Source: an optimization exercise on an open RTL-to-GDS flow (aim: small area and a short achievable clock period). Production flows keep margins and buffers that such runs may drop. Function was checked by simulation only, so behaviour that the tests miss may differ from the original. In every run shown here, the design's own scripts or RTL, not TritonCTS, make the clock network. The clock input has no modelled driver; a real chip could not lean on it and would need a root buffer or a full tree. Power is estimated from default activity; no workload was simulated.

## design.v

```verilog
`timescale 1ns / 1ps
module axi_csr_fifo_top #(
    parameter ADDR_WIDTH = 12,
    parameter DATA_WIDTH = 32,
    parameter FIFO_DEPTH = 16
)(
    input  wire                         ACLK,
    input  wire                         ARESETn,
    input  wire [ADDR_WIDTH - 1:0]      S_AXI_AWADDR,
    input  wire                         S_AXI_AWVALID,
    output wire                         S_AXI_AWREADY,
    input  wire [DATA_WIDTH - 1:0]      S_AXI_WDATA,
    input  wire [(DATA_WIDTH/8) - 1:0]  S_AXI_WSTRB,
    input  wire                         S_AXI_WVALID,
    output wire                         S_AXI_WREADY,
    output wire [1:0]                   S_AXI_BRESP,
    output wire                         S_AXI_BVALID,
    input  wire                         S_AXI_BREADY,
    input  wire [ADDR_WIDTH - 1:0]      S_AXI_ARADDR,
    input  wire                         S_AXI_ARVALID,
    output wire                         S_AXI_ARREADY,
    output wire [DATA_WIDTH - 1:0]      S_AXI_RDATA,
    output wire [1:0]                   S_AXI_RRESP,
    output wire                         S_AXI_RVALID,
    input  wire                         S_AXI_RREADY,
    input  wire                         wr_en,
    input  wire                         rd_en,
    input  wire [DATA_WIDTH - 1:0]      data_in,
    output reg  [DATA_WIDTH - 1:0]      data_out
);
    reg        wready;
    reg        aw_en;
    reg        bvalid;
    reg        aw_bad;       
    reg [31:0] control;
    wire accept  = !wready && S_AXI_AWVALID && S_AXI_WVALID && aw_en;
    wire wr_fire = wready && S_AXI_AWVALID && S_AXI_WVALID;
    wire bhs     = bvalid && S_AXI_BREADY;
    always @(posedge ACLK or negedge ARESETn) begin
        if (!ARESETn) begin
            wready <= 1'b0;
            aw_en  <= 1'b1;
            bvalid <= 1'b0;
        end else begin
            wready <= accept;
            if (accept)
                aw_en <= 1'b0;
            else if (bhs)
                aw_en <= 1'b1;
            if (wr_fire && !bvalid)
                bvalid <= 1'b1;
            else if (bhs)
                bvalid <= 1'b0;
        end
    end
    always @(posedge ACLK)
        if (accept)
            aw_bad <= (S_AXI_AWADDR != 12'h000);
    integer b;
    always @(posedge ACLK or negedge ARESETn) begin
        if (!ARESETn)
            control <= 32'h0;
        else if (wr_fire && !aw_bad)
            for (b = 0; b < 4; b = b + 1)
                if (S_AXI_WSTRB[b])
                    control[b*8 +: 8] <= S_AXI_WDATA[b*8 +: 8];
    end
    assign S_AXI_AWREADY = wready;
    assign S_AXI_WREADY  = wready;
    assign S_AXI_BVALID  = bvalid;
    assign S_AXI_BRESP   = {aw_bad, 1'b0};
    reg [31:0] mem [0:15];
    reg [15:0] wsel, rsel;
    reg [4:0]  level;
    reg        empty;
    reg        wok, rok;     
    wire       cs   = control[0];
    wire       full = level[4];
    wire       we   = wr_en && wok;
    wire       re   = rd_en && rok;
    wire cs_next    = (wr_fire && !aw_bad && S_AXI_WSTRB[0]) ? S_AXI_WDATA[0] : cs;
    wire full_next  = (we && !re) ? (level == 5'd15) : (re && !we) ? 1'b0 : full;
    wire empty_next = (we && !re) ? 1'b0 : (re && !we) ? (level == 5'd1) : empty;
    always @(posedge ACLK or negedge ARESETn) begin
        if (!ARESETn) begin
            wsel  <= 16'h0001;
            rsel  <= 16'h0001;
            level <= 5'd0;
            empty <= 1'b1;
            wok   <= 1'b0;
            rok   <= 1'b0;
        end else begin
            wok <= cs_next && !full_next;
            rok <= cs_next && !empty_next;
            if (we) wsel <= {wsel[14:0], wsel[15]};
            if (re) rsel <= {rsel[14:0], rsel[15]};
            if (we && !re) begin
                level <= level + 5'd1;
                empty <= 1'b0;
            end else if (re && !we) begin
                level <= level - 5'd1;
                empty <= (level == 5'd1);
            end
        end
    end
    integer k;
    always @(posedge ACLK)
        for (k = 0; k < 16; k = k + 1)
            if (we && wsel[k])
                mem[k] <= data_in;
    reg [31:0] rd_word;
    always @(*) begin
        rd_word = 32'h0;
        for (k = 0; k < 16; k = k + 1)
            rd_word = rd_word | ({32{rsel[k]}} & mem[k]);
    end
    always @(posedge ACLK or negedge ARESETn) begin
        if (!ARESETn)
            data_out <= 32'h0;
        else if (re)
            data_out <= rd_word;
    end
    reg        arready;
    reg        rvalid;
    reg        ar_is0, ar_is4, ar_bad;    
    reg [31:0] rdata;
    wire ar_take = !arready && S_AXI_ARVALID && !rvalid;
    wire rd_fire = arready && S_AXI_ARVALID && !rvalid;
    wire ar_lo   = (S_AXI_ARADDR[11:4] == 8'h00) && (S_AXI_ARADDR[1:0] == 2'b00);
    always @(posedge ACLK)
        if (ar_take) begin
            ar_is0 <= ar_lo && (S_AXI_ARADDR[3:2] == 2'd0);
            ar_is4 <= ar_lo && (S_AXI_ARADDR[3:2] == 2'd1);
            ar_bad <= !(ar_lo && (S_AXI_ARADDR[3] == 1'b0 || S_AXI_ARADDR[2] == 1'b0));
        end
    wire        ar_is8   = !ar_is0 && !ar_is4 && !ar_bad;
    wire [31:0] status_v = {16'd0, 3'd0, level, 6'd0, full, empty};
    wire [31:0] level_v  = {27'd0, level};
    wire [31:0] rd_val   = ({32{ar_is0}} & control) |
                           ({32{ar_is4}} & status_v) |
                           ({32{ar_is8}} & level_v);
    always @(posedge ACLK or negedge ARESETn) begin
        if (!ARESETn) begin
            arready <= 1'b0;
            rvalid  <= 1'b0;
        end else begin
            arready <= ar_take;
            if (rd_fire)
                rvalid <= 1'b1;
            else if (rvalid && S_AXI_RREADY)
                rvalid <= 1'b0;
        end
    end
    always @(posedge ACLK)
        if (rd_fire)
            rdata <= rd_val;
    assign S_AXI_ARREADY = arready;
    assign S_AXI_RVALID  = rvalid;
    assign S_AXI_RDATA   = rdata;
    assign S_AXI_RRESP   = {ar_bad, 1'b0};
endmodule
```

## flow/run.sh

```bash
#!/bin/bash
# The standard layout (standard.sh), with two changes:
#  - ports are buffered with buf_2 instead of the default pick;
#  - the clock tree is a balanced two-level tree built by flow/pre_cts.tcl:
#    the clock port feeds 4 root buffers (buf_12), which feed 28 leaf
#    buffers (clkbuf_16), each driving an equal-sized spatial cluster of
#    flip-flops. The standard clock_tree_synthesis call is skipped; the rest
#    of the CTS step (timing repair, legalisation) runs as usual.
# Each step's full log is in orfs/logs/; standard.sh's own output goes to
# standard.log.
set -euo pipefail
here=$(pwd)
export PRE_CTS_TCL=$here/flow/pre_cts.tcl
export BUFFER_PORTS_ARGS="-buffer_cell sky130_fd_sc_hd__buf_2"
bash standard.sh > standard.log 2>&1
```

## flow/clock_tree.tcl

```tcl
# Two-level clock tree built before the standard CTS step, which is then
# skipped: clock port -> NROOT root buffers -> NLEAF leaf buffers -> flops.
# Flops are split into NLEAF spatial clusters of equal size (up to one), each
# driven by one leaf buffer at its centre; leaves are split the same way
# among the root buffers. Every flop sees the same two buffer stages.

proc ct_centres {pts k} {
  # k-means seeds spread along the sorted point list
  set n [llength $pts]
  set cs {}
  for {set i 0} {$i < $k} {incr i} { lappend cs [lindex $pts [expr {int(($i + 0.5) * $n / $k)}]] }
  return $cs
}

# Capacity-limited k-means: every cluster gets at most cap points.
proc ct_cluster {pts k iters} {
  set n [llength $pts]
  set cap [expr {int(ceil(double($n) / $k))}]
  set cs [ct_centres [lsort -real -index 0 $pts] $k]
  set asg {}
  for {set it 0} {$it < $iters} {incr it} {
    set pairs {}
    set j 0
    foreach p $pts {
      lassign $p x y
      set c 0
      foreach q $cs {
        lassign $q cx cy
        lappend pairs [list [expr {($x-$cx)*($x-$cx)+($y-$cy)*($y-$cy)}] $j $c]
        incr c
      }
      incr j
    }
    set pairs [lsort -real -index 0 $pairs]
    set asg [lrepeat $n -1]
    set cnt [lrepeat $k 0]
    set left $n
    foreach pr $pairs {
      lassign $pr d j c
      if {[lindex $asg $j] >= 0 || [lindex $cnt $c] >= $cap} continue
      lset asg $j $c
      lset cnt $c [expr {[lindex $cnt $c] + 1}]
      if {[incr left -1] == 0} break
    }
    if {$it >= $iters - 2} { set asg [ct_swap $pts $asg $cs $k] }
    set sx [lrepeat $k 0.0]; set sy [lrepeat $k 0.0]
    set j 0
    foreach p $pts {
      set a [lindex $asg $j]
      lset sx $a [expr {[lindex $sx $a] + [lindex $p 0]}]
      lset sy $a [expr {[lindex $sy $a] + [lindex $p 1]}]
      incr j
    }
    set ncs {}
    for {set c 0} {$c < $k} {incr c} {
      set m [lindex $cnt $c]
      if {$m > 0} {
        lappend ncs [list [expr {[lindex $sx $c] / $m}] [expr {[lindex $sy $c] / $m}]]
      } else {
        lappend ncs [lindex $cs $c]
      }
    }
    set cs $ncs
  }
  return [list $asg $cs]
}

# Pairwise swaps between clusters that shorten the summed point-to-centre
# distance; sizes stay the same, and points the greedy pass pushed into a
# far cluster are traded back towards their own area.
proc ct_dist {p c} {
  lassign $p x y
  lassign $c cx cy
  return [expr {abs($x - $cx) + abs($y - $cy)}]
}
proc ct_swap {pts asg cs k} {
  set n [llength $pts]
  for {set pass 0} {$pass < 4} {incr pass} {
    set members {}
    for {set c 0} {$c < $k} {incr c} { lappend members {} }
    for {set j 0} {$j < $n} {incr j} {
      set a [lindex $asg $j]
      lset members $a [concat [lindex $members $a] $j]
    }
    set moved 0
    for {set j 0} {$j < $n} {incr j} {
      set p [lindex $pts $j]
      set a [lindex $asg $j]
      set dpa [ct_dist $p [lindex $cs $a]]
      set best 0.0; set bq -1; set bb -1
      for {set b 0} {$b < $k} {incr b} {
        if {$b == $a} continue
        set gain0 [expr {$dpa - [ct_dist $p [lindex $cs $b]]}]
        if {$gain0 <= $best} continue
        foreach q [lindex $members $b] {
          set qp [lindex $pts $q]
          set g [expr {$gain0 + [ct_dist $qp [lindex $cs $b]] - [ct_dist $qp [lindex $cs $a]]}]
          if {$g > $best} { set best $g; set bq $q; set bb $b }
        }
      }
      if {$bq >= 0} {
        lset asg $j $bb
        lset asg $bq $a
        set mj [lsearch -exact [lindex $members $a] $j]
        lset members $a [lreplace [lindex $members $a] $mj $mj $bq]
        set mq [lsearch -exact [lindex $members $bb] $bq]
        lset members $bb [lreplace [lindex $members $bb] $mq $mq $j]
        incr moved
      }
    }
    if {$moved == 0} break
  }
  return $asg
}

proc ct_place {inst xy} {
  lassign $xy x y
  set m [$inst getMaster]
  $inst setLocation [expr {int($x - [$m getWidth] / 2)}] [expr {int($y - [$m getHeight] / 2)}]
  $inst setPlacementStatus PLACED
}

proc ct_build {clkport nleaf nroot leafbuf rootbuf} {
  set db [ord::get_db]
  set block [ord::get_db_block]
  set clknet [$block findNet $clkport]
  set sinks {}
  set pts {}
  foreach it [$clknet getITerms] {
    set bb [[$it getInst] getBBox]
    lappend sinks $it
    lappend pts [list [expr {([$bb xMin] + [$bb xMax]) / 2.0}] [expr {([$bb yMin] + [$bb yMax]) / 2.0}]]
  }
  puts "clock_tree: [llength $sinks] sinks, $nleaf leaves, $nroot roots"
  lassign [ct_cluster $pts $nleaf 12] asg cs
  set leaves {}
  for {set c 0} {$c < $nleaf} {incr c} {
    set inst [odb::dbInst_create $block [$db findMaster $leafbuf] "clkbuf_leaf_$c"]
    ct_place $inst [lindex $cs $c]
    set net [odb::dbNet_create $block "clknet_leaf_$c"]
    $net setSigType CLOCK
    [$inst findITerm X] connect $net
    lappend leaves $inst
  }
  set j 0
  foreach it $sinks {
    $it disconnect
    $it connect [$block findNet "clknet_leaf_[lindex $asg $j]"]
    incr j
  }
  lassign [ct_cluster $cs $nroot 12] rasg rcs
  for {set r 0} {$r < $nroot} {incr r} {
    set inst [odb::dbInst_create $block [$db findMaster $rootbuf] "clkbuf_root_$r"]
    ct_place $inst [lindex $rcs $r]
    set net [odb::dbNet_create $block "clknet_root_$r"]
    $net setSigType CLOCK
    [$inst findITerm X] connect $net
    [$inst findITerm A] connect $clknet
  }
  set j 0
  foreach l $leaves {
    [$l findITerm A] connect [$block findNet "clknet_root_[lindex $rasg $j]"]
    incr j
  }
  $clknet setSigType CLOCK
}
```

## flow/pre_cts.tcl

```tcl
# Runs before the standard CTS step: build the clock tree here and turn the
# standard clock_tree_synthesis call into a no-op.
source [file join [file dirname [info script]] clock_tree.tcl]
ct_build ACLK 28 4 sky130_fd_sc_hd__clkbuf_16 sky130_fd_sc_hd__buf_12
rename clock_tree_synthesis ct_standard_cts
proc clock_tree_synthesis {args} {
  puts "clock_tree_synthesis skipped: the tree was built by pre_cts.tcl"
  set_propagated_clock [all_clocks]
}
```

## standard.sh

```bash
#!/bin/bash
# synth_recipe.tcl (not shown) runs the flow's synth.tcl, then flattens the netlist and writes it again
# the make line also repeats each setting of config.mk as NAME=value (left out here)
make -C /OpenROAD-flow-scripts/flow DESIGN_CONFIG=/design/flow/config.mk WORK_HOME=/design/flow/orfs CLKGATE_MAP_FILE= SYNTH_SCRIPT=/design/flow/synth_recipe.tcl "${@:-finish}"
```

## config.mk

```make
export PLATFORM = sky130hd
export DESIGN_NAME = axi_csr_fifo_top
export DESIGN_NICKNAME = axi_csr_fifo_top
export VERILOG_FILES = /design/flow/design.v
export SDC_FILE = /design/flow/constraint.sdc
export NUM_CORES = 4
export LEC_CHECK = 0
export CAP_MARGIN = 20
export CORE_MARGIN = 2
export CORE_UTILIZATION = 42
export SETUP_SLACK_MARGIN = 3.05
export SLEW_MARGIN = 60
```

## constraint.sdc

```tcl
create_clock -name core_clock -period 5.0 [get_ports {ACLK}]
set_input_delay 1.0000 -clock core_clock [delete_from_list [all_inputs] [get_ports {ACLK}]]
set_output_delay 1.0000 -clock core_clock [all_outputs]
set_load 0.01 [all_outputs]
```

==> results.json, run 1 <==
{
  "r2r_start": "rsel[14]$_DFFE_PN0P_",
  "routed_via_density": 5.74,
  "critical_path_class": "flop to primary output",
  "synth_area_per_cell_um2": 18.8,
  "synthTopCellsByArea": "edfxtp_1 68%, dfrtp_1 11%, a22o_1 4.8%",
  "yosys_register_bits": 657,
  "die_w_um": 244,
  "crit_path_max_fanout": 3,
  "outcome": "finished clean",
  "yosys.area.top_type": "edfxtp_1",
  "crit_chain": "buf_2",
  "wl_mm": 55.7,
  "ys_top_cells_by_count": "548 x edfxtp_1, 132 x a22o_1, 128 x a221oi_1",
  "final_hold_viol_count": 0,
  "ff2ff_path_depth": 5,
  "track_usage_pct": 18.4,
  "finClkSkew_ps": 31.2,
  "grt_max_degree": 67,
  "synth.most_common_cell": "edfxtp_1",
  "rows": 87,
  "pin_count": 174,
  "first_pass_iters": 5,
  "dp_cells": 2164,
  "first_iter_violations": 1127,
  "rsz0062_at_grt": "true",
  "endpoint_kind": "primary output",
  "ir_drop_v": 0.000228,
  "synth-async-reset-ratio_pct": 16.6,
  "fillers": 4755,
  "r2r_setup_slack_ps": 3150,
  "synthDominantCellAreaShare_pct": 68.3,
  "top_layer_used": "met5",
  "dieArea_um2": 59300,
  "worst-path-buf-inv": 1,
  "arrival_ps": 920,
  "drive_gt1_share_pct": 24.3,
  "whs_path_depth": 2,
  "ys_types": 41,
  "grt_pass1_vias": 12600,
  "dr_wl_met3_mm": 3.15,
  "drv_cap": 0,
  "avgRoutedWirePerCell_um": 25.2,
  "start_kind": "flop",
  "place_ws_ps": 2160,
  "required_ps": 4000,
  "fin_crit_ps": 1920,
  "relSlewSlack_pct": 62.4,
  "stdcell_count": 2211,
  "setup_slack_ps": 3080,
  "critPathMaxStageDelay_ps": 410,
  "syn_inst": 1285,
  "io_buffer_count": 171,
  "wl_met2_mm": 27.5,
  "start_util_pct": 42.6,
  "yosys_warnings": 2,
  "min_from": "data_out[25]$_DFFE_PN0P_",
  "drc_errors": 0,
  "worst_pin_slew_ps": 564,
  "critPathTopFamily": "flip-flops",
  "reg2reg_to": "data_out[27]$_DFFE_PN0P_",
  "areaGrowthSynthToFinish_pct": 12.2,
  "power_leakage_nw": 9.41,
  "ys.flop_type": "edfxtp_1",
  "die_y_um": 244,
  "grt_pass1_wl_mm": 83.0,
  "coreArea_um2": 56600,
  "antenna_found_initial": 3,
  "setup-violations-final": 0,
  "hp-class": "flop to flop",
  "clk_latency_ps": 360,
  "synth_edf_count": 548,
  "dpl.hpwl_mm": 34.2,
  "clk_pin_slew_worst_paths_ps": 100,
  "slowest_stage": "dfrtp_1",
  "mappedNetlistArea_um2": 24100,
  "drt-met1-wl_mm": 24.2,
  "final_max_slew_viol_count": 0,
  "worstHoldEndpoint": "data_out[25]$_DFFE_PN0P_",
  "place.gp.congestion": 0.744,
  "postRouteAntennaNets": 0,
  "setup_tns_ps": 0,
  "nNetsFinal": 1562,
  "fmax_ghz": 0.520,
  "power.density_nw_per_um2": 325,
  "fin_crit_sh_pct": 38.4,
  "overflow": 0,
  "ys_seq_area_share_pct": 79.6,
  "route.vias.total": 12700
}
## routing by layer
layer	up-vias	GRT usage [%]
li1	5571	-
met1	6680	26.1
met2	389	31.7
met3	50	1.76
met4	2	2.44
met5	-	0
## area by class of cell
| type | count | area, µm² | share of cell area [%] |
|---|---|---|---|
| flip-flops and latches | 657 | 19200 | 71.1 |
| multi-input cells | 530 | 4370 | 16.2 |
| repair buffers | 225 | 1690 | 6.24 |
| well taps | 756 | 946 | 3.50 |
| plain buffers | 32 | 781 | 2.89 |
| inverters | 9 | 36.3 | 0.134 |
| diodes | 2 | 5.00 | 0.0185 |
## power breakdown
part / switching (mW) / leakage (nW) / internal [mW]
clock network: 1.53 / 0.383 / 1.14
registers: 0.00876 / 6.41 / 5.94
logic: 0.120 / 2.61 / 0.0496
## worst min-delay path, delay by kind of cell (launching register included)
kind            cells  cell delay (ps)
flops               1              350
compound gates      1               60
simple gates        1               50
## timing repair
item | in CTS | in global routing
gates cloned | 0 | 0
hold buffers | 0 | 0
pin swaps | 3 | 2
resized for setup | 12 | 10
endpoints found under the setup margin | 300 | 48
buffers inserted | 6 | 7
## cells by family (layout without fill, tap and decap cells)
kind of cell | Yosys count | in the layout | share of synthesized area, %
flip-flops | 657 | 657 | 79.6
AO/OA/AOI/OAI | 323 | 323 | 11.0
AND/OR/NAND/NOR | 144 | 144 | 3.67
buffers and inverters | 99 | 266 | 2.84
multiplexers | 51 | 51 | 2.36
adder cells (fa/ha/maj) | 6 | 6 | 0.312
XOR/XNOR | 4 | 4 | 0.145
other | 1 | 4 | 0.0156
## placed cells by master (no fill, tap or decap), types with 4 or more instances in the layout
cell       netlist  final
edfxtp_1       548    548
buf_2           30    169
a22o_1         132    132
a221oi_1       128    128
dfrtp_1        105     93
mux2_2          47     47
nand2_1         41     39
o21ai_1         33     33
and4_1          32     31
clkbuf_16        0     28
and2_1          22     22
buf_4            7     20
a21o_1          18     18
and3_4           0     16
buf_6           33     14
buf_16           0     13
buf_12           0     12
dfrtp_2          0      9
inv_1            9      8
nor2_1           6      6
nor4_1           5      5
mux2i_1          4      4
o21ai_0          4      4
ha_1             6      4
## per-stage QoR
stage          cell area [µm²]  utilization, %  power (mW)  hold WS [ps]
2_1_floorplan            24200               -        6.11           442
3_3_place_gp             25500            45.1        6.24           453
3_5_place_dp             26100            46.1        6.25           468
4_1_cts                  26900            47.6        8.84           489
5_1_grt                  27000            47.8        9.04           504
6_report                 27000            47.8        8.79           488
## registers in the layout (all words and copies together) (netlist names)
name and flops:
mem 512, control 32, data_out 32, rdata 32
rsel 16, wsel 16, level 5, ar_bad 1
ar_is0 1, ar_is4 1, arready 1, aw_bad 1
aw_en 1, bvalid 1, empty 1, rok 1
rvalid 1, wok 1, wready 1
## how the worst max path moves through the flow
stage,from,cells past startpoint,endpoint,slack [ps]
floorplan,wr_en,8,level[3]$_DFFE_PN0P_,2730
global placement,wr_en,2,mem[11][3]$_DFFE_PP_,2230
detailed placement,wr_en,3,mem[15][18]$_DFFE_PP_,2160
CTS,wr_en,4,mem[8][31]$_DFFE_PP_,3050
global route,aw_bad$_DFFE_PP_,1,S_AXI_BRESP[1],3040
finish,wready$_DFF_PN0_,1,S_AXI_WREADY,3080
==> run 2, diff against run 1 <==
--- a/config.mk
+++ b/config.mk
@@ -10,3 +10,3 @@
 export CORE_UTILIZATION = 42
-export SETUP_SLACK_MARGIN = 3.05
-export SLEW_MARGIN = 60
+export SETUP_SLACK_MARGIN = 3.1
+export SLEW_MARGIN = 20
==> run 2 against run 1 <==
  * Area after synthesis stayed put
  * Worst hold slack better by 0.97 ps
  * Wire length is 6.6% higher
  * Design area hardly changed
  * Core utilization hardly changed
  * First-iteration DRC count is 18% higher
  * Synthesized cell count stayed put
  * Sequential cell count stayed put
==> results.json, run 2 <==
{
  "place.gp.congestion": 0.750,
  "arrival_ps": 910,
  "drv_cap": 0,
  "relSlewSlack_pct": 53.3,
  "synth_edf_count": 548,
  "worst_pin_slew_ps": 701,
  "syn_inst": 1285,
  "required_ps": 4000,
  "place_area_um2": 25500,
  "most-common-layout-cells": "548 x edfxtp_1, 164 x buf_2, 132 x a22o_1, 118 x a221oi_1, 94 x dfrtp_1",
  "final_common_cell": "edfxtp_1",
  "synth.most_common_cell": "edfxtp_1",
  "yosys_warnings": 2,
  "areaGrowthSynthToFinish_pct": 12.3,
  "critPathTopFamily": "flip-flops",
  "wl_mm": 59.4,
  "top_register": "mem",
  "ys_types": 41,
  "synth-async-reset-ratio_pct": 16.6,
  "dieArea_um2": 59300,
  "mappedNetlistArea_um2": 24100,
  "avgRoutedWirePerCell_um": 26.6,
  "power_leakage_nw": 9.50,
  "start_kind": "flop",
  "outcome": "finished clean",
  "slowest_stage": "dfrtp_1",
  "fmax_ghz": 0.522,
  "fillers": 4795,
  "ys_top_cells_by_count": "548 x edfxtp_1, 132 x a22o_1, 128 x a221oi_1",
  "grt_pass1_vias": 12700,
  "finalInstanceArea_um2": 27100,
  "rsz0062_at_grt": "true",
  "power.density_nw_per_um2": 325,
  "final_max_slew_viol_count": 0,
  "ys.flop_type": "edfxtp_1",
  "fin_crit_sh_pct": 38.3,
  "largest_reg_flops": 512,
  "antenna_found_initial": 2,
  "rows": 87,
  "die_w_um": 244,
  "dpl.hpwl_mm": 30.2,
  "ir_drop_v": 0.000226,
  "postRouteAntennaNets": 0,
  "io_buffer_count": 171,
  "track_usage_pct": 19.5,
  "stdcell_count": 2235,
  "drc_errors": 0,
  "setup-violations-final": 0,
  "yosys.area.top_type": "edfxtp_1",
  "worst-path-buf-inv": 1,
  "cts_hold_buf": 0,
  "first_iter_violations": 1332,
  "fin_crit_ps": 1910,
  "synthDominantCellAreaShare_pct": 68.3,
  "setup_tns_ps": 0,
  "pin_count": 174,
  "critPathMaxStageDelay_ps": 420,
  "ys_seq_area_share_pct": 79.6,
  "hp-class": "flop to flop",
  "overflow": 0,
  "synth_area_per_cell_um2": 18.8,
  "clk_pin_slew_worst_paths_ps": 90,
  "first_pass_iters": 7,
  "insertedDiodeCount": 0,
  "nNetsFinal": 1588,
  "final_hold_viol_count": 0,
  "clk_latency_ps": 350,
  "endpoint_kind": "primary output",
  "crit_chain": "buf_2",
  "yosys_register_bits": 657,
  "total_power_mw": 8.79,
  "routed_via_density": 5.81,
  "synthTopCellsByArea": "edfxtp_1 68%, dfrtp_1 11%, a22o_1 4.8%",
  "finClkSkew_ps": 26.7,
  "start_util_pct": 42.6,
  "grt_max_degree": 64,
  "critical_path_class": "flop to primary output",
  "coreArea_um2": 56600,
  "die_y_um": 244,
  "grt_pass1_wl_mm": 85.9,
  "route.vias.total": 13000,
  "crit_path_max_fanout": 2,
  "r2r_setup_slack_ps": 3170,
  "dp_cells": 2141,
  "drive_gt1_share_pct": 26.4
}
[run 2: cell count changes in the layout (fill, tap and decap cells not counted), moves of 7 or more]
cell,delta
dfrtp_2,-8
a221oi_1,-10
dfrtp_4,+7
buf_12,-8
and3_4,+8
and3_2,+7
buf_16,-12
a221oi_2,+10
buf_4,+36
[run 2: worst register-to-register path, cell delays in order (launching register included)]
cell and delay [ps]:
dfstp_4 640, a22o_1 310, a221oi_1 460, and4_1 270, o21ai_1 50
[run 2: report_power, final]
group / internal [mW] / total [mW] / switching (mW)
registers: 5.94 / 5.95 / 0.0100
clock network: 1.14 / 2.66 / 1.52
logic: 0.0542 / 0.178 / 0.124
total: 7.13 / 8.79 / 1.66
[run 2: stage by stage]
stage / worst slack, ps / hold slack (ps) / util (%)
after floorplan: 2730 / 442 / -
after global placement: 2220 / 451 / 45.1
after detailed placement: 2200 / 460 / 45.1
after CTS: 3070 / 491 / 47.2
after global routing: 3050 / 515 / 47.8
final: 3090 / 489 / 47.8
[run 2: what timing repair did]
| item | 4_1_cts | 5_1_grt |
|---|---|---|
| cloned | 15 | 1 |
| pin swaps | 17 | 4 |
| gates resized for setup | 42 | 27 |
| endpoints found under the setup margin | 593 | 260 |
| buffers inserted | 22 | 24 |
[run 2: layer usage]
layer / up-vias / part of all wire [%] / GRT usage [%] / wire length, µm
met3: 89 / 7.4 / 2.79 / 4390
met5: - / 0.044 / 0 / 26
met1: 6703 / 42 / 27.0 / 24800
li1: 5654 / - / - / -
met4: 4 / 3.2 / 5.34 / 1900
met2: 538 / 48 / 32.3 / 28300
[run 2: path summary, 6_finish.rpt]
path / from / end / cells after the start
max: data_out[27]$_DFFE_PN0P_ / data_out[27] / 1
min reg2reg: data_out[6]$_DFFE_PN0P_ / data_out[6]$_DFFE_PN0P_ / 2
max in group asynchronous: ARESETn / rsel[11]$_DFFE_PN0P_ / 2
max reg2reg: rsel[0]$_DFFE_PN1P_ / data_out[15]$_DFFE_PN0P_ / 4
min in group asynchronous: ARESETn / rvalid$_DFFE_PN0P_ / 1
min: data_out[6]$_DFFE_PN0P_ / data_out[6]$_DFFE_PN0P_ / 2
[run 2: kinds of logic (layout without fill, tap and decap cells)]
family,after synthesis,in the layout,synth area share (%)
compound gates,323,323,11.0
xor+xnor,4,4,0.145
fa+ha+maj,6,6,0.312
buf+inv,99,277,2.84
flops,657,657,79.6
mux,51,51,2.36
other cells,1,2,0.0156
simple gates,144,159,3.67
[run 2: cell type report]
class                      count  area, µm²  area share [%]
sequential                   657      19200            71.1
tap                          756        946            3.50
buffer                        32        781            2.89
timing repair buffer         236       1460            5.39
inverter                       9       36.3           0.134
multi-input combinational    545       4610            17.0
==> run 3, diff against run 2 <==
--- a/config.mk
+++ b/config.mk
@@ -12 +12,2 @@
 export SLEW_MARGIN = 20
+export TNS_END_PERCENT = 10
==> run 3 against run 2 <==
  * Largest cell class unchanged
  * Register-to-register slack is essentially flat
  * Worst hold slack got worse by 2.6 ps
  * Global-route usage is 0.14 points higher
  * Area after synthesis stayed put
  * Sequential share of layout area up 0.99 points
  * Cell count decreased by 1.3%
  * Sequential cell count did not move
  * Clock skew is 0.87 ps lower
  * Maximum frequency decreased by 1.3%
  * Largest power group unchanged
  * Clock power barely moved
  * Synthesized cell count is the same
  * Core utilization down 0.67 points
==> results.json, run 3 <==
{
  "postRouteAntennaNets": 0,
  "outcome": "finished clean",
  "drc_errors": 0,
  "routed_via_density": 5.88,
  "pwr-share-comb_pct": 1.9,
  "rsz0062_at_grt": "true",
  "clk_pin_slew_worst_paths_ps": 90,
  "syn_inst": 1285,
  "yosys_register_bits": 657,
  "drive_gt1_share_pct": 23.9,
  "place_area_um2": 25500,
  "coreArea_um2": 56600,
  "fin_crit_sh_pct": 38.8,
  "synth.most_common_cell": "edfxtp_1",
  "yosys.area.top_type": "edfxtp_1",
  "die_y_um": 244,
  "ir_drop_v": 0.000288,
  "synth_area_per_cell_um2": 18.8,
  "pwr-share-clk_pct": 30.4,
  "ys_types": 41,
  "critical_path_class": "primary input to flop",
  "pwr-share-seq_pct": 67.7,
  "endpoint_kind": "flop",
  "synth_edf_count": 548,
  "p_int_mw": 7.13,
  "setup-violations-final": 0,
  "worst_pin_slew_ps": 998,
  "final_max_slew_viol_count": 0,
  "fmax_ghz": 0.516,
  "avgRoutedWirePerCell_um": 27.1,
  "required_ps": 5280,
  "fillers": 4788,
  "top_register": "mem",
  "ys_seq_area_share_pct": 79.6,
  "power_leakage_nw": 9.30,
  "synthTopCellsByArea": "edfxtp_1 68%, dfrtp_1 11%, a22o_1 4.8%",
  "synth-async-reset-ratio_pct": 16.6,
  "start_kind": "primary input",
  "synthDominantCellAreaShare_pct": 68.3,
  "wl_mm": 59.8,
  "route.vias.total": 13000,
  "place_ws_ps": 2000,
  "track_usage_pct": 19.6,
  "power.density_nw_per_um2": 330,
  "final_hold_viol_count": 0,
  "start_util_pct": 42.6,
  "largest_reg_flops": 512,
  "place.gp.congestion": 0.743,
  "rows": 87,
  "first_iter_violations": 1382,
  "final_common_cell": "edfxtp_1",
  "grt_max_degree": 55,
  "most-common-layout-cells": "548 x edfxtp_1, 168 x buf_2, 132 x a22o_1, 127 x a221oi_1, 93 x dfrtp_1",
  "grt_pass1_wl_mm": 86.5,
  "setup_tns_ps": 0,
  "setup_slack_ps": 3060,
  "mappedNetlistArea_um2": 24100,
  "ys_top_cells_by_count": "548 x edfxtp_1, 132 x a22o_1, 128 x a221oi_1",
  "dpl.hpwl_mm": 31.2,
  "hp-class": "flop to flop",
  "cts_hold_buf": 0,
  "areaGrowthSynthToFinish_pct": 10.7,
  "first_pass_iters": 5,
  "p_switching_mw": 1.67,
  "dieArea_um2": 59300,
  "io_buffer_count": 171,
  "grt_pass1_vias": 12700,
  "relSlewSlack_pct": 33.5,
  "die_w_um": 244,
  "finClkSkew_ps": 25.8,
  "nNetsFinal": 1558,
  "switching_share_pct": 19.0,
  "multi_input_area_um2": 4440,
  "antenna_found_initial": 3,
  "pin_count": 174,
  "drv_cap": 0,
  "register_area_um2": 19200,
  "finalInstanceArea_um2": 26700,
  "overflow": 0,
  "ys.flop_type": "edfxtp_1",
  "arrival_ps": 2220,
  "clk_latency_ps": 360,
  "yosys_warnings": 2,
  "fin_crit_ps": 1940,
  "crit_path_max_fanout": 22
}
==> run 3: cell count changes in the layout (fill, tap and decap cells not counted), sizes merged <==
cell	previous run	this run
clkbuf	29	28
and3	32	22
diode	0	1
buf	239	217
nand2	45	48
==> run 3: area by class of cell <==
class / instances / share of cell area, %
flip-flops and latches: 657 / 72.1
multi-input cells: 538 / 16.7
repair buffers: 213 / 4.67
well taps: 756 / 3.55
plain buffers: 32 / 2.93
inverters: 9 / 0.127
diodes: 1 / 0.00938
==> run 3: layer usage <==
metal  wire length [µm]  part of all wire (%)  GRT usage, %  vias to the layer above
met5                 12                 0.020             0                        -
met4               1150                   1.9          3.53                        2
met2              28800                    48          32.8                      501
li1                   -                     -             -                     5573
met3               4090                   6.8          1.97                       69
met1              25700                    43          28.4                     6816
==> run 3: repair_timing <==
item,4_1_cts,5_1_grt
cloned,8,0
endpoints found under the setup margin,562,414
pin swaps,9,3
buffers inserted,2,16
resized for setup,36,23
hold endpoints to repair,0,0
==> run 3: logic make-up after synthesis <==
group           share of synthesized area (%)
compound gates                           11.0
xor+xnor                                0.145
fa+ha+maj                               0.312
buf+inv                                  2.84
flops                                    79.6
mux                                      2.36
other cells                            0.0156
simple gates                             3.67
==> run 3: path summary, 6_finish.rpt <==
check,start,to,slack (ps),cells after the start
min reg2reg,data_out[20]$_DFFE_PN0P_,data_out[20]$_DFFE_PN0P_,490,2
min,data_out[20]$_DFFE_PN0P_,data_out[20]$_DFFE_PN0P_,490,2
max reg2reg,rsel[5]$_DFFE_PN0P_,data_out[9]$_DFFE_PN0P_,3160,5
max in group asynchronous,ARESETn,rsel[10]$_DFFE_PN0P_,3260,2
min in group asynchronous,ARESETn,control[27]$_DFFE_PN0P_,700,1
max,wr_en,level[3]$_DFFE_PN0P_,3060,7
==> run 3: power by group through the flow <==
| stage | Combinational [mW] | Clock (mW) | Sequential (mW) |
|---|---|---|---|
| 3_3_place_gp | 0.158 | 0 | 6.08 |
| 5_1_grt | 0.183 | 2.89 | 5.96 |
| 6_report | 0.164 | 2.68 | 5.96 |
| 2_1_floorplan | 0.0205 | 0 | 6.09 |
| 3_5_place_dp | 0.162 | 0 | 6.08 |
| 4_1_cts | 0.167 | 2.71 | 5.96 |
==> run 3: stage by stage <==
stage / hold slack, ps / utilization [%] / power, mW / instances
6_report: 486 / 47.1 / 8.80 / 2206
5_1_grt: 505 / 47.1 / 9.04 / 2205
4_1_cts: 486 / 46.8 / 8.83 / 2189
3_5_place_dp: 458 / 45.0 / 6.24 / 2147
3_3_place_gp: 452 / 45.0 / 6.24 / 2147
2_1_floorplan: 442 / - / 6.11 / 1286
==> run 3: critical path: stages <==
cell and delay [ps]:
buf_8 150, nand2_8 110, inv_2 50, ha_4 180
or4_4 430, a21oi_4 140, xor2_1 150
==> run 4, diff against run 3 <==
--- a/config.mk
+++ b/config.mk
@@ -9,5 +9,4 @@
 export CORE_MARGIN = 2
-export CORE_UTILIZATION = 42
-export SETUP_SLACK_MARGIN = 3.1
+export CORE_UTILIZATION = 36
+export SETUP_SLACK_MARGIN = 3.05
 export SLEW_MARGIN = 20
-export TNS_END_PERCENT = 10
==> run 4 against run 3 <==
  * First-iteration DRC count is 0.29% lower
  * Die area is 16% higher
  * Combinational power is 7% higher
  * Largest cell class unchanged
  * Maximum frequency is 1.4% lower
  * Highest routed layer unchanged
  * Area after synthesis stayed put
==> results.json, run 4 <==
{
  "first_pass_iters": 5,
  "route.vias.total": 12900,
  "whs_path_depth": 1,
  "antenna_found_initial": 6,
  "required_ps": 4980,
  "first_iter_violations": 1378,
  "rows": 94,
  "place.gp.congestion": 0.748,
  "critPathMaxStageDelay_ps": 860,
  "hp-class": "flop to flop",
  "fin_hold_ws_ps": 486,
  "grt_pass1_wl_mm": 86.0,
  "ys_types": 41,
  "reg2reg_to": "data_out[26]$_DFFE_PN0P_",
  "postRouteAntennaNets": 0,
  "fmax_ghz": 0.508,
  "final_hold_viol_count": 0,
  "start_kind": "primary input",
  "worst_pin_slew_ps": 1090,
  "clk_pin_slew_worst_paths_ps": 90,
  "synth.most_common_cell": "edfxtp_1",
  "clk_latency_ps": 350,
  "dieArea_um2": 69000,
  "pin_count": 174,
  "drv_cap": 0,
  "yosys_register_bits": 657,
  "place_area_um2": 25600,
  "arrival_ps": 1940,
  "finClkSkew_ps": 20.9,
  "synth-async-reset-ratio_pct": 16.6,
  "ys_seq_area_share_pct": 79.6,
  "rsz0062_at_grt": "true",
  "synthDominantCellAreaShare_pct": 68.3,
  "min_from": "wsel[6]$_DFFE_PN0P_",
  "track_usage_pct": 16.5,
  "drive_gt1_share_pct": 22.8,
  "final_max_slew_viol_count": 0,
  "outcome": "finished clean",
  "setup-violations-final": 0,
  "r2r_start": "rsel[4]$_DFFE_PN0P_",
  "yosys.area.top_type": "edfxtp_1",
  "drc_errors": 0,
  "slowest_stage": "nor3b_1",
  "worstHoldEndpoint": "wsel[6]$_DFFE_PN0P_",
  "avgRoutedWirePerCell_um": 25.9,
  "mappedNetlistArea_um2": 24100,
  "overflow": 0,
  "start_util_pct": 36.5,
  "crit_chain": "buf_2 -> nor3b_1",
  "endpoint_kind": "flop",
  "power_leakage_nw": 9.19,
  "relSlewSlack_pct": 27.3,
  "areaGrowthSynthToFinish_pct": 10.5,
  "fin_crit_ps": 1970,
  "most-common-layout-cells": "548 x edfxtp_1, 168 x buf_2, 132 x a22o_1, 126 x a221oi_1, 94 x dfrtp_1",
  "dpl.hpwl_mm": 31.3,
  "fin_crit_sh_pct": 39.3,
  "nNetsFinal": 1537,
  "critPathTopFamily": "simple AND/OR/NAND/NOR gates",
  "yosys_warnings": 2,
  "ys.flop_type": "edfxtp_1",
  "die_w_um": 263,
  "top_register": "mem",
  "synth_area_per_cell_um2": 18.8,
  "largest_reg_flops": 512,
  "synth_edf_count": 548,
  "die_y_um": 263,
  "finalInstanceArea_um2": 26600,
  "setup_tns_ps": 0,
  "wl_mm": 59.4,
  "syn_inst": 1285,
  "crit_path_max_fanout": 4,
  "ys_top_cells_by_count": "548 x edfxtp_1, 132 x a22o_1, 128 x a221oi_1",
  "grt_pass1_vias": 12800,
  "ff2ff_path_depth": 5,
  "place_ws_ps": 1990,
  "power.density_nw_per_um2": 330,
  "worst-path-buf-inv": 1,
  "routed_via_density": 5.61,
  "r2r_setup_slack_ps": 3050,
  "io_buffer_count": 171,
  "critical_path_class": "primary input to flop",
  "total_power_mw": 8.79,
  "coreArea_um2": 66000,
  "setup_slack_ps": 3030,
  "final_common_cell": "edfxtp_1",
  "synthTopCellsByArea": "edfxtp_1 68%, dfrtp_1 11%, a22o_1 4.8%",
  "grt_max_degree": 88,
  "fillers": 5860,
  "ir_drop_v": 0.000285
}
## run 4: where the power goes
part	total (mW)	internal [mW]	switching, mW
combinational	0.175	0.0478	0.127
clock	2.66	1.14	1.53
sequential	5.96	5.94	0.0111
## run 4: final cells by class
cell class	instances	area, µm²	share of cell area, %
well taps	864	1080	4.06
plain buffers	32	781	2.93
inverters	9	36.3	0.136
multi-input cells	535	4430	16.6
flip-flops and latches	657	19200	72.1
repair buffers	195	1090	4.10
diodes	1	2.50	0.00940
## run 4: stage by stage
stage,instances,utilization (%)
6_report,2293,40.4
5_1_grt,2292,40.4
4_1_cts,2287,40.2
3_5_place_dp,2247,38.8
3_3_place_gp,2247,38.8
2_1_floorplan,1286,-
## run 4: routing by layer
| layer | GRT usage (%) | routed length (µm) | vias to the layer above |
|---|---|---|---|
| met4 | 3.63 | 1540 | 8 |
| met2 | 28.0 | 28600 | 423 |
| met3 | 2.28 | 3720 | 97 |
| met1 | 22.6 | 25500 | 6821 |
| met5 | 0 | 55 | - |
| li1 | - | - | 5522 |
## run 4: what timing repair did
item                                   4_1_cts  5_1_grt
endpoints found under the hold margin        0        0
cloned                                       4        1
pin swaps                                    4        2
hold buffers                                 0        0
buffers inserted                             4        4
setup endpoints to repair                  580       61
resized for setup                           25       11
## run 4: worst max path at each step
| stage | from | to | slack (ps) | cells after the start |
|---|---|---|---|---|
| after floorplan | wr_en | level[3]$_DFFE_PN0P_ | 2730 | 8 |
| after global placement | rd_en | level[4]$_DFFE_PN0P_ | 1970 | 7 |
| after detailed placement | rd_en | level[4]$_DFFE_PN0P_ | 1990 | 7 |
| after CTS | S_AXI_ARVALID | ar_is4$_DFFE_PP_ | 3020 | 2 |
| after global routing | rsel[4]$_DFFE_PN0P_ | data_out[26]$_DFFE_PN0P_ | 2980 | 5 |
| final | S_AXI_ARVALID | ar_is4$_DFFE_PP_ | 3030 | 2 |
## run 4: kinds of logic after synthesis
kind of cell	synth area share, %
adder cells (fa/ha/maj)	0.312
buffers and inverters	2.84
flip-flops	79.6
XOR/XNOR	0.145
other	0.0156
multiplexers	2.36
AO/OA/AOI/OAI	11.0
AND/OR/NAND/NOR	3.67
==> run 5, diff against run 4 <==
--- a/config.mk
+++ b/config.mk
@@ -9,3 +9,3 @@
 export CORE_MARGIN = 2
-export CORE_UTILIZATION = 36
+export CORE_UTILIZATION = 48
 export SETUP_SLACK_MARGIN = 3.05
==> run 5 against run 4 <==
  * Still clean on timing, DRC and antenna
  * Sequential share of layout area rose by 0.34 points
  * Sequential power about the same
  * Maximum frequency is 1.3% lower
  * Clock skew increased by 2.5 ps
  * Critical path type unchanged
  * Highest routed layer unchanged
==> results.json, run 5 <==
{
  "critPathTopFamily": "simple AND/OR/NAND/NOR gates",
  "switching_share_pct": 18.9,
  "overflow": 0,
  "mappedNetlistArea_um2": 24100,
  "final_common_cell": "edfxtp_1",
  "antenna_found_initial": 6,
  "relSlewSlack_pct": 46.9,
  "avgRoutedWirePerCell_um": 29.1,
  "whs_path_depth": 2,
  "grt_pass1_vias": 12800,
  "required_ps": 4980,
  "power_leakage_nw": 9.26,
  "reg2reg_to": "mem[8][31]$_DFFE_PP_",
  "yosys_register_bits": 657,
  "top_register": "mem",
  "first_iter_violations": 1488,
  "worstHoldEndpoint": "data_out[2]$_DFFE_PN0P_",
  "grt_max_degree": 86,
  "critical_path_class": "primary input to flop",
  "slowest_stage": "and3_2",
  "start_kind": "primary input",
  "ff2ff_path_depth": 1,
  "pin_count": 174,
  "r2r_start": "wok$_DFF_PN0_",
  "postRouteAntennaNets": 0,
  "most-common-layout-cells": "548 x edfxtp_1, 167 x buf_2, 132 x a22o_1, 126 x a221oi_1, 93 x dfrtp_1",
  "wl_mm": 61.6,
  "arrival_ps": 1980,
  "nNetsFinal": 1551,
  "die_y_um": 228,
  "dpl.hpwl_mm": 29.9,
  "critPathMaxStageDelay_ps": 710,
  "pwr-share-clk_pct": 30.3,
  "outcome": "finished clean",
  "setup-violations-final": 0,
  "worst_pin_slew_ps": 796,
  "min_from": "data_out[2]$_DFFE_PN0P_",
  "clk_latency_ps": 350,
  "yosys_warnings": 2,
  "final_core_util_pct": 53.2,
  "pwr-share-seq_pct": 67.8,
  "endpoint_kind": "flop",
  "dieArea_um2": 52000,
  "synth_area_per_cell_um2": 18.8,
  "finClkSkew_ps": 23.3,
  "io_buffer_count": 171,
  "synthDominantCellAreaShare_pct": 68.3,
  "drive_gt1_share_pct": 23.8,
  "p_switching_mw": 1.66,
  "r2r_setup_slack_ps": 3070,
  "place_area_um2": 25400,
  "p_int_mw": 7.13,
  "track_usage_pct": 23.2,
  "final_hold_viol_count": 0,
  "synth-async-reset-ratio_pct": 16.6,
  "fmax_ghz": 0.502,
  "cts_hold_buf": 0,
  "route.vias.total": 13100,
  "fin_crit_ps": 1990,
  "pwr-share-comb_pct": 1.9,
  "crit_path_max_fanout": 29,
  "clk_pin_slew_worst_paths_ps": 90,
  "synth_edf_count": 548,
  "areaGrowthSynthToFinish_pct": 10.1,
  "yosys.area.top_type": "edfxtp_1",
  "die_w_um": 228,
  "coreArea_um2": 49900,
  "ys.flop_type": "edfxtp_1",
  "power.density_nw_per_um2": 331,
  "rsz0062_at_grt": "true",
  "ys_seq_area_share_pct": 79.6,
  "fin_hold_ws_ps": 486,
  "routed_via_density": 6.17,
  "place.gp.congestion": 0.774,
  "ys_types": 41,
  "first_pass_iters": 5,
  "ir_drop_v": 0.000253,
  "final_max_slew_viol_count": 0,
  "start_util_pct": 48.3,
  "syn_inst": 1285,
  "finalInstanceArea_um2": 26500,
  "drc_errors": 0,
  "rows": 82,
  "setup_tns_ps": 0,
  "fin_crit_sh_pct": 39.9,
  "worst-path-buf-inv": 1,
  "grt_pass1_wl_mm": 89.5,
  "synth.most_common_cell": "edfxtp_1",
  "drv_cap": 0,
  "synthTopCellsByArea": "edfxtp_1 68%, dfrtp_1 11%, a22o_1 4.8%",
  "crit_chain": "buf_6 -> and3_2",
  "largest_reg_flops": 512,
  "hp-class": "flop to flop",
  "ys_top_cells_by_count": "548 x edfxtp_1, 132 x a22o_1, 128 x a221oi_1"
}
-- run 5: cell count changes in the layout (fill, tap and decap cells not counted), moves of 3 or more --
cell	delta
and3_4	+6
and3_2	+4
buf_4	+7
dfrtp_4	+4
dfrtp_2	-3
-- run 5: power groups by stage --
stage               Sequential (mW)  Combinational [mW]  Clock (mW)
finish                         5.96               0.170        2.66
global route                   5.96               0.187        2.90
CTS                            5.96               0.166        2.71
detailed placement             6.08               0.162           0
global placement               6.08               0.156           0
floorplan                      6.09              0.0209           0
-- run 5: worst max path at each step --
| stage | start | to | cells past startpoint |
|---|---|---|---|
| 2_1_floorplan | wr_en | level[3]$_DFFE_PN0P_ | 8 |
| 3_3_place_gp | rd_en | level[4]$_DFFE_PN0P_ | 7 |
| 3_5_place_dp | rd_en | level[3]$_DFFE_PN0P_ | 6 |
| 4_1_cts | rd_en | level[3]$_DFFE_PN0P_ | 6 |
| 5_1_grt | wr_en | level[3]$_DFFE_PN0P_ | 7 |
| 6_report | wr_en | mem[8][31]$_DFFE_PP_ | 2 |
-- run 5: kinds of logic (layout without fill, tap and decap cells) --
group	count (synthesis)	in the layout	share of synthesized area, %
DFF	657	657	79.6
AOI/OAI and AO/OA	323	323	11.0
and+or+nand+nor	144	159	3.67
buffers and inverters	99	240	2.84
muxes	51	51	2.36
adders and majority gates	6	6	0.312
xor gates and xnor gates	4	4	0.145
other	1	4	0.0156
-- run 5: timing repair --
item,in CTS,in global routing
resized for setup,35,12
pin swaps,13,5
gates cloned,14,1
setup buffers,3,8
endpoints found under the setup margin,564,236
-- run 5: cell type report --
| class | count | area [µm²] |
|---|---|---|
| Tap cell | 672 | 841 |
| Buffer | 32 | 781 |
| Antenna cell | 2 | 5.00 |
| Fill cell | 4053 | 23300 |
| Multi-Input combinational cell | 545 | 4520 |
| Timing Repair Buffer | 199 | 1120 |
| Sequential cell | 657 | 19200 |
| Inverter | 9 | 36.3 |
-- run 5: per-layer routing --
metal,global-route usage [%],up-vias,share of wire [%]
li1,-,5572,-
met1,33.1,6831,42
met2,38.7,553,48
met3,3.31,95,7.3
met4,4.74,8,2.4
met5,0,-,0.089
-- run 5: metrics by stage --
step                      std cells  setup slack (ps)  total power, mW
after floorplan                1286              2730             6.11
after global placement         2056              1990             6.24
after detailed placement       2056              1990             6.24
after CTS                      2105              2900             8.83
after global routing           2115              2980             9.04
final                          2116              3010             8.79
==> run 6, diff against run 5 <==
--- a/config.mk
+++ b/config.mk
@@ -9,3 +9,4 @@
 export CORE_MARGIN = 2
-export CORE_UTILIZATION = 48
+export CORE_UTILIZATION = 42
+export GPL_ROUTABILITY_DRIVEN = 0
 export SETUP_SLACK_MARGIN = 3.05
==> run 6 against run 5 <==
  * Die area grew 14%
  * Critical path type is now flop to primary output
  * Sequential cell count is the same
  * Sequential share of layout area is 0.13 points lower
  * Setup slack improved by 89 ps
  * First-iteration DRC count decreased by 23%
  * Still clean on timing, DRC and antenna
  * Design area is 0.18% higher
  * Wire length decreased by 8.3%
==> results.json, run 6 <==
{
  "start_kind": "flop",
  "ys.flop_type": "edfxtp_1",
  "worst_pin_slew_ps": 774,
  "r2r_start": "rsel[14]$_DFFE_PN0P_",
  "io_buffer_count": 171,
  "worstHoldEndpoint": "wsel[8]$_DFFE_PN0P_",
  "top_register": "mem",
  "yosys_warnings": 2,
  "r2r_setup_slack_ps": 3120,
  "reg2reg_to": "data_out[27]$_DFFE_PN0P_",
  "relSlewSlack_pct": 48.4,
  "dieArea_um2": 59300,
  "critPathTopFamily": "flip-flops",
  "ys_top_cells_by_count": "548 x edfxtp_1, 132 x a22o_1, 128 x a221oi_1",
  "areaGrowthSynthToFinish_pct": 10.3,
  "fillers": 4809,
  "setup_tns_ps": 0,
  "rsz0062_at_grt": "true",
  "nNetsFinal": 1545,
  "start_util_pct": 42.6,
  "drv_cap": 0,
  "yosys_register_bits": 657,
  "crit_start": "bvalid$_DFFE_PN0P_",
  "finClkSkew_ps": 34.2,
  "drc_errors": 0,
  "fin_crit_ps": 1900,
  "ys_types": 41,
  "largest_reg_flops": 512,
  "first_iter_violations": 1143,
  "synth.most_common_cell": "edfxtp_1",
  "slowest_stage": "dfrtp_1",
  "crit_path_max_fanout": 3,
  "grt_max_degree": 67,
  "arrival_ps": 900,
  "clk_latency_ps": 360,
  "synthDominantCellAreaShare_pct": 68.3,
  "clk_pin_slew_worst_paths_ps": 100,
  "dpl.hpwl_mm": 30.3,
  "power.density_nw_per_um2": 331,
  "track_usage_pct": 18.3,
  "antenna_found_initial": 5,
  "grt_pass1_vias": 12500,
  "die_w_um": 244,
  "worst-path-buf-inv": 1,
  "setup-violations-final": 0,
  "outcome": "finished clean",
  "cts_hold_buf": 0,
  "synth_edf_count": 548,
  "first_pass_iters": 5,
  "route.vias.total": 12600,
  "critical_path_class": "flop to primary output",
  "synth_area_per_cell_um2": 18.8,
  "mappedNetlistArea_um2": 24100,
  "syn_inst": 1285,
  "overflow": 0,
  "avgRoutedWirePerCell_um": 25.8,
  "final_hold_viol_count": 0,
  "final_max_slew_viol_count": 0,
  "ir_drop_v": 0.000217,
  "coreArea_um2": 56600,
  "rows": 87,
  "whs_path_depth": 1,
  "total_power_mw": 8.80,
  "synth-async-reset-ratio_pct": 16.6,
  "crit_chain": "buf_2",
  "endpoint_kind": "primary output",
  "hp-class": "flop to flop",
  "wl_mm": 56.5,
  "grt_pass1_wl_mm": 82.6,
  "fmax_ghz": 0.525,
  "critPathMaxStageDelay_ps": 410,
  "synthTopCellsByArea": "edfxtp_1 68%, dfrtp_1 11%, a22o_1 4.8%",
  "postRouteAntennaNets": 0,
  "min_from": "wsel[8]$_DFFE_PN0P_",
  "pin_count": 174,
  "ys_seq_area_share_pct": 79.6,
  "final_common_cell": "edfxtp_1",
  "fin_crit_sh_pct": 38.1,
  "yosys.area.top_type": "edfxtp_1",
  "power_leakage_nw": 9.21,
  "drive_gt1_share_pct": 23.5,
  "die_y_um": 244,
  "most-common-layout-cells": "548 x edfxtp_1, 168 x buf_2, 132 x a22o_1, 127 x a221oi_1, 92 x dfrtp_1",
  "routed_via_density": 5.75,
  "ff2ff_path_depth": 5,
  "required_ps": 4000
}
[run 6: cell counts after synthesis]
No cell type changed its count.
[run 6: layer usage]
layer  GRT usage (%)  up-vias  wire, µm
li1                -     5550         -
met1            25.9     6589     24600
met2            31.1      404     27700
met3            2.17       59      3370
met4            2.82        6       879
met5               0        -        41
[run 6: worst max-delay path by stage]
stage / end / slack [ps] / cells past startpoint
floorplan: level[3]$_DFFE_PN0P_ / 2730 / 8
global placement: mem[11][3]$_DFFE_PP_ / 2230 / 2
detailed placement: mem[11][31]$_DFFE_PP_ / 2200 / 2
CTS: mem[9][5]$_DFFE_PP_ / 2990 / 1
global route: S_AXI_RRESP[1] / 3030 / 1
finish: S_AXI_BVALID / 3100 / 1
[run 6: power breakdown]
group,leakage [nW],switching [mW],internal [mW]
clock,0.383,1.54,1.14
combinational,2.42,0.119,0.0482
sequential,6.41,0.0100,5.94
[run 6: per-stage QoR]
stage | cell area (µm²) | hold WS [ps] | std cells | worst slack (ps) | util [%]
after global routing | 26600 | 507 | 2193 | 3030 | 46.9
after floorplan | 24200 | 442 | 1286 | 2730 | -
after CTS | 26400 | 483 | 2179 | 2990 | 46.6
after detailed placement | 25500 | 460 | 2142 | 2200 | 45.1
after global placement | 25500 | 453 | 2142 | 2230 | 45.1
final | 26600 | 481 | 2194 | 3100 | 46.9
[run 6: cell families after synthesis]
kind of cell / after synthesis / share of synthesized area, %
DFF: 657 / 79.6
AOI/OAI and AO/OA: 323 / 11.0
and+or+nand+nor: 144 / 3.67
buffers and inverters: 99 / 2.84
muxes: 51 / 2.36
adders and majority gates: 6 / 0.312
xor gates and xnor gates: 4 / 0.145
other: 1 / 0.0156
[run 6: what timing repair did]
action / CTS / global route
endpoints found under the setup margin: 569 / 532
cloned: 0 / 2
pin swaps: 11 / 8
resized for setup: 29 / 14
buffers inserted: 5 / 11
[run 6: final cells by class]
type / instances / area (µm²) / area share, %
Antenna cell: 2 / 5.00 / 0.0188
Buffer: 32 / 781 / 2.94
Tap cell: 756 / 946 / 3.56
Sequential cell: 657 / 19200 / 72.3
Inverter: 9 / 36.3 / 0.137
Timing Repair Buffer: 206 / 1190 / 4.47
Multi-Input combinational cell: 532 / 4400 / 16.5
==> run 7, diff against run 6 <==
--- a/config.mk
+++ b/config.mk
@@ -10,3 +10,3 @@
 export CORE_UTILIZATION = 42
-export GPL_ROUTABILITY_DRIVEN = 0
+export PLACE_DENSITY = 0.7
 export SETUP_SLACK_MARGIN = 3.05
==> run 7 against run 6 <==
  * Clock power barely moved
  * Sequential power barely moved
  * Design area grew 0.43%
  * Combinational power rose by 4%
  * Cell count grew 0.59%
  * Clock skew decreased by 17 ps
  * Core utilization increased by 0.20 points
  * Synthesized cell count is the same
  * Area after synthesis is the same
  * Sequential cell count unchanged
  * Via count rose by 5.5%
  * Die area stayed put
  * Largest power group unchanged
==> results.json, run 7 <==
{
  "outcome": "finished clean",
  "worstHoldEndpoint": "data_out[25]$_DFFE_PN0P_",
  "io_buffer_count": 171,
  "cts_hold_buf": 0,
  "dieArea_um2": 59300,
  "relSlewSlack_pct": 49.8,
  "final_hold_viol_count": 0,
  "fin_crit_ps": 1940,
  "synthTopCellsByArea": "edfxtp_1 68%, dfrtp_1 11%, a22o_1 4.8%",
  "ys_types": 41,
  "rows": 87,
  "ff2ff_path_depth": 1,
  "nNetsFinal": 1559,
  "critical_path_class": "flop to flop",
  "clk_pin_slew_worst_paths_ps": 90,
  "pwr-share-comb_pct": 2.0,
  "multi_input_area_um2": 4520,
  "route.vias.total": 13300,
  "synth-async-reset-ratio_pct": 16.6,
  "grt_pass1_vias": 13000,
  "synthDominantCellAreaShare_pct": 68.3,
  "critPathTopFamily": "flip-flops",
  "die_y_um": 244,
  "required_ps": 4990,
  "coreArea_um2": 56600,
  "postRouteAntennaNets": 0,
  "synth_area_per_cell_um2": 18.8,
  "fin_crit_sh_pct": 38.7,
  "top_register": "mem",
  "p_int_mw": 7.13,
  "drv_cap": 0,
  "final_max_slew_viol_count": 0,
  "drive_gt1_share_pct": 23.9,
  "whs_path_depth": 2,
  "track_usage_pct": 20.1,
  "switching_share_pct": 18.8,
  "finClkSkew_ps": 17.5,
  "register_area_um2": 19200,
  "areaGrowthSynthToFinish_pct": 10.7,
  "p_switching_mw": 1.65,
  "yosys_register_bits": 657,
  "most-common-layout-cells": "548 x edfxtp_1, 168 x buf_2, 132 x a22o_1, 128 x a221oi_1, 93 x dfrtp_1",
  "crit_start": "wok$_DFF_PN0_",
  "first_pass_iters": 5,
  "dpl.hpwl_mm": 30.4,
  "r2r_setup_slack_ps": 3060,
  "slowest_stage": "dfrtp_2",
  "synth_edf_count": 548,
  "place.gp.congestion": 0.747,
  "hp-class": "flop to flop",
  "r2r_start": "wok$_DFF_PN0_",
  "ys_top_cells_by_count": "548 x edfxtp_1, 132 x a22o_1, 128 x a221oi_1",
  "grt_pass1_wl_mm": 88.2,
  "routed_via_density": 6.03,
  "wl_mm": 61.5,
  "start_util_pct": 42.6,
  "antenna_found_initial": 2,
  "pwr-share-clk_pct": 30.2,
  "yosys_warnings": 2,
  "synth.most_common_cell": "edfxtp_1",
  "final_common_cell": "edfxtp_1",
  "yosys.area.top_type": "edfxtp_1",
  "first_iter_violations": 1489,
  "crit_chain": "and3_2",
  "power_leakage_nw": 9.31,
  "endpoint_kind": "flop",
  "grt_max_degree": 57,
  "avgRoutedWirePerCell_um": 27.9,
  "start_kind": "flop",
  "mappedNetlistArea_um2": 24100,
  "drc_errors": 0,
  "syn_inst": 1285,
  "reg2reg_to": "mem[13][5]$_DFFE_PP_",
  "pin_count": 174,
  "fin_hold_ws_ps": 488,
  "fillers": 4714,
  "fmax_ghz": 0.517,
  "die_w_um": 244,
  "crit_path_max_fanout": 32,
  "worst-path-buf-inv": 0,
  "min_from": "data_out[25]$_DFFE_PN0P_",
  "critPathMaxStageDelay_ps": 790,
  "ir_drop_v": 0.000311,
  "setup-violations-final": 0,
  "worst_pin_slew_ps": 754,
  "ys_seq_area_share_pct": 79.6,
  "pwr-share-seq_pct": 67.8,
  "ys.flop_type": "edfxtp_1",
  "clk_latency_ps": 350,
  "overflow": 0,
  "power.density_nw_per_um2": 329,
  "rsz0062_at_grt": "true",
  "setup_tns_ps": 0,
  "arrival_ps": 1920,
  "largest_reg_flops": 512
}
==> run 7: cell types whose count changed in the layout (fill, tap and decap cells not counted), sizes merged <==
| cell | delta |
|---|---|
| diode | -1 |
| and3 | +13 |
| clkbuf | +1 |
| buf | -3 |
| nand2 | +3 |
==> run 7: what timing repair did <==
| action | CTS | global route |
|---|---|---|
| setup buffers | 7 | 7 |
| cloned | 18 | 1 |
| endpoints found under the setup margin | 571 | 100 |
| pin swaps | 17 | 1 |
| resized for setup | 31 | 10 |
==> run 7: per-layer routing <==
layer	routed length (µm)	GRT usage, %
met1	24500	28.0
met2	28600	32.7
met3	6880	4.23
met4	1490	4.41
met5	20	0
==> run 7: cell families (layout without fill, tap and decap cells) <==
family          count (synthesis)  in the layout  synth area share [%]
buf+inv                        99            245                  2.84
mux                            51             51                  2.36
fa+ha+maj                       6              6                 0.312
other cells                     1              3                0.0156
xor+xnor                        4              4                 0.145
compound gates                323            323                  11.0
flops                         657            657                  79.6
simple gates                  144            162                  3.67
==> run 7: worst max-delay path by stage <==
stage / end / slack (ps) / depth (start not counted)
finish: mem[13][5]$_DFFE_PP_ / 3060 / 1
global route: mem[13][29]$_DFFE_PP_ / 3010 / 1
CTS: S_AXI_RRESP[1] / 3050 / 1
detailed placement: level[4]$_DFFE_PN0P_ / 2040 / 7
global placement: level[4]$_DFFE_PN0P_ / 2040 / 7
floorplan: level[3]$_DFFE_PN0P_ / 2730 / 8
==> run 7: power groups by stage <==
stage / clock network [mW] / logic, mW / registers (mW)
after floorplan: 0 / 0.0209 / 6.09
final: 2.65 / 0.173 / 5.96
after CTS: 2.68 / 0.165 / 5.96
after global placement: 0 / 0.152 / 6.08
after detailed placement: 0 / 0.160 / 6.08
after global routing: 2.85 / 0.190 / 5.96
==> run 7: area by class of cell <==
type,count,share of cell area (%)
Tap cell,756,3.54
Inverter,9,0.136
Antenna cell,1,0.00938
Sequential cell,657,72.0
Buffer,32,2.93
Multi-Input combinational cell,548,16.9
Timing Repair Buffer,204,4.45
==> run 7: stage by stage <==
step	power (mW)	instance area [µm²]	setup WS [ps]	std cells	util, %
5_1_grt	8.99	26700	3010	2206	47.1
4_1_cts	8.80	26600	3050	2198	46.9
6_report	8.78	26700	3060	2207	47.1
3_5_place_dp	6.24	25500	2040	2141	45.0
3_3_place_gp	6.23	25500	2040	2141	45.0
2_1_floorplan	6.11	24200	2730	1286	-
==> run 8, diff against run 7 <==
--- a/config.mk
+++ b/config.mk
@@ -10,4 +10,4 @@
 export CORE_UTILIZATION = 42
-export PLACE_DENSITY = 0.7
-export SETUP_SLACK_MARGIN = 3.05
+export SETUP_SLACK_MARGIN = 3.15
 export SLEW_MARGIN = 20
+export TNS_END_PERCENT = 5
==> run 8 against run 7 <==
  * Register-to-register slack improved by 50 ps
  * First-iteration DRC count fell by 4.3%
  * Global-route usage fell by 0.51 points
  * Sequential cell count did not move
  * Setup slack improved by 15 ps
  * Cell count rose by 0.27%
  * Design area rose by 0.52%
  * Maximum frequency rose by 0.81%
  * Area after synthesis did not move
  * Die area did not move
  * Wire length fell by 0.87%
  * Total power rose by 0.13%
  * Critical endpoint is now level[3]$_DFFE_PN0P_
==> results.json, run 8 <==
{
  "outcome": "finished clean",
  "r2r_setup_slack_ps": 3110,
  "mappedNetlistArea_um2": 24100,
  "antenna_found_initial": 1,
  "grt_pass1_wl_mm": 86.8,
  "clk_pin_slew_worst_paths_ps": 90,
  "worst-path-buf-inv": 2,
  "most-common-layout-cells": "548 x edfxtp_1, 169 x buf_2, 132 x a22o_1, 120 x a221oi_1, 93 x dfrtp_1",
  "critPathMaxStageDelay_ps": 480,
  "overflow": 0,
  "synth.most_common_cell": "edfxtp_1",
  "finalInstanceArea_um2": 26800,
  "drv_cap": 0,
  "fin_hold_ws_ps": 480,
  "critical_path_class": "primary input to flop",
  "top_register": "mem",
  "areaGrowthSynthToFinish_pct": 11.3,
  "arrival_ps": 2190,
  "drt-met1-wl_mm": 26.1,
  "ys_types": 41,
  "die_y_um": 244,
  "dr_wl_met3_mm": 3.97,
  "first_pass_iters": 6,
  "fin_crit_ps": 1920,
  "place.gp.congestion": 0.736,
  "relSlewSlack_pct": 50.4,
  "drive_gt1_share_pct": 24.8,
  "pin_count": 174,
  "rows": 87,
  "synth_area_per_cell_um2": 18.8,
  "final_common_cell": "edfxtp_1",
  "hp-class": "flop to flop",
  "slowest_stage": "or4_4",
  "required_ps": 5270,
  "drc_errors": 0,
  "wl_mm": 61.0,
  "synth_edf_count": 548,
  "endpoint_kind": "flop",
  "yosys_register_bits": 657,
  "postRouteAntennaNets": 0,
  "yosys_warnings": 2,
  "start_util_pct": 42.6,
  "reg2reg_to": "data_out[7]$_DFFE_PN0P_",
  "critPathTopFamily": "simple AND/OR/NAND/NOR gates",
  "routed_via_density": 5.87,
  "worstHoldEndpoint": "wsel[4]$_DFFE_PN0P_",
  "rsz0062_at_grt": "true",
  "clk_latency_ps": 350,
  "track_usage_pct": 19.6,
  "fillers": 4786,
  "ys.flop_type": "edfxtp_1",
  "fmax_ghz": 0.521,
  "coreArea_um2": 56600,
  "grt_max_degree": 68,
  "final_hold_viol_count": 0,
  "largest_reg_flops": 512,
  "route.vias.total": 13000,
  "yosys.area.top_type": "edfxtp_1",
  "io_buffer_count": 171,
  "grt_pass1_vias": 12800,
  "finClkSkew_ps": 21.5,
  "ff2ff_path_depth": 5,
  "ys_top_cells_by_count": "548 x edfxtp_1, 132 x a22o_1, 128 x a221oi_1",
  "power.density_nw_per_um2": 328,
  "r2r_start": "rsel[4]$_DFFE_PN0P_",
  "crit_chain": "buf_16 -> nand2_8 -> inv_4 -> ha_4 -> or4_4 -> a21oi_2 -> xor2_1",
  "whs_path_depth": 1,
  "fin_crit_sh_pct": 38.4,
  "syn_inst": 1285,
  "synthDominantCellAreaShare_pct": 68.3,
  "final_max_slew_viol_count": 0
}
[run 8: how the worst max path moves through the flow]
stage                     slack, ps                 from                 endpoint  depth (start not counted)
final                          3080                wr_en     level[3]$_DFFE_PN0P_                          7
after global routing           3030  rsel[4]$_DFFE_PN0P_  data_out[7]$_DFFE_PN0P_                          5
after CTS                      3060                rd_en     rsel[12]$_DFFE_PN0P_                          4
after detailed placement       2190                wr_en      mem[5][5]$_DFFE_PP_                          2
after global placement         2240                wr_en      mem[5][5]$_DFFE_PP_                          2
after floorplan                2720                wr_en     level[3]$_DFFE_PN0P_                          8
[run 8: cells by family (layout without fill, tap and decap cells)]
group	Yosys count	count (layout)	synth area share (%)
AO/OA/AOI/OAI	323	323	11.0
XOR/XNOR	4	4	0.145
adder cells (fa/ha/maj)	6	6	0.312
buffers and inverters	99	257	2.84
flip-flops	657	657	79.6
multiplexers	51	51	2.36
other	1	3	0.0156
AND/OR/NAND/NOR	144	156	3.67
[run 8: worst reg2reg max path, cell delays in order, from the launching register on]
cell and delay [ps]:
dfrtp_2 590, buf_6 290, a22o_1 230, a221oi_1 320, and4_1 280, o21ai_1 60
[run 8: layout make-up]
type	instances	area, µm²	area share (%)
timing repair buffer	216	1320	4.92
inverter	9	36.3	0.135
antenna	1	2.50	0.00933
multi-input combinational	542	4510	16.8
buffer	32	781	2.91
sequential	657	19200	71.7
tap	756	946	3.53
[run 8: power breakdown]
part	internal, mW	switching, mW	leakage (nW)	total, mW
Clock	1.14	1.52	0.383	2.66
Sequential	5.94	0.0112	6.41	5.96
Combinational	0.0512	0.124	2.56	0.175
Total	7.13	1.66	9.36	8.79
[run 8: layer usage]
layer | up-vias | track usage (%)
met3 | 73 | 2.88
met5 | - | 0
met4 | 2 | 2.96
met2 | 458 | 33.4
li1 | 5597 | -
met1 | 6854 | 27.4
[run 8: metrics by stage]
stage	setup slack, ps	total power [mW]	util (%)	cells
final	3080	8.79	47.4	2213
after global routing	3030	9.03	47.4	2212
after detailed placement	2190	6.25	45.0	2143
after floorplan	2720	6.11	-	1286
after global placement	2240	6.24	45.0	2143
after CTS	3060	8.84	46.9	2190
[run 8: what timing repair did]
action,CTS,global route
setup endpoints to repair,677,412
hold buffers,0,0
setup buffers,5,19
hold endpoints to repair,0,0
pin swaps,14,7
resized for setup,51,19
cloned,10,3

Check on run 8: ideal ports give 3.080 ns setup slack; a clkbuf_16 on the clock port and buf_2 on the inputs give 2.967 ns; moving port delays by the midpoint clock arrival (0.459 ns) as well gives 2.549 ns.
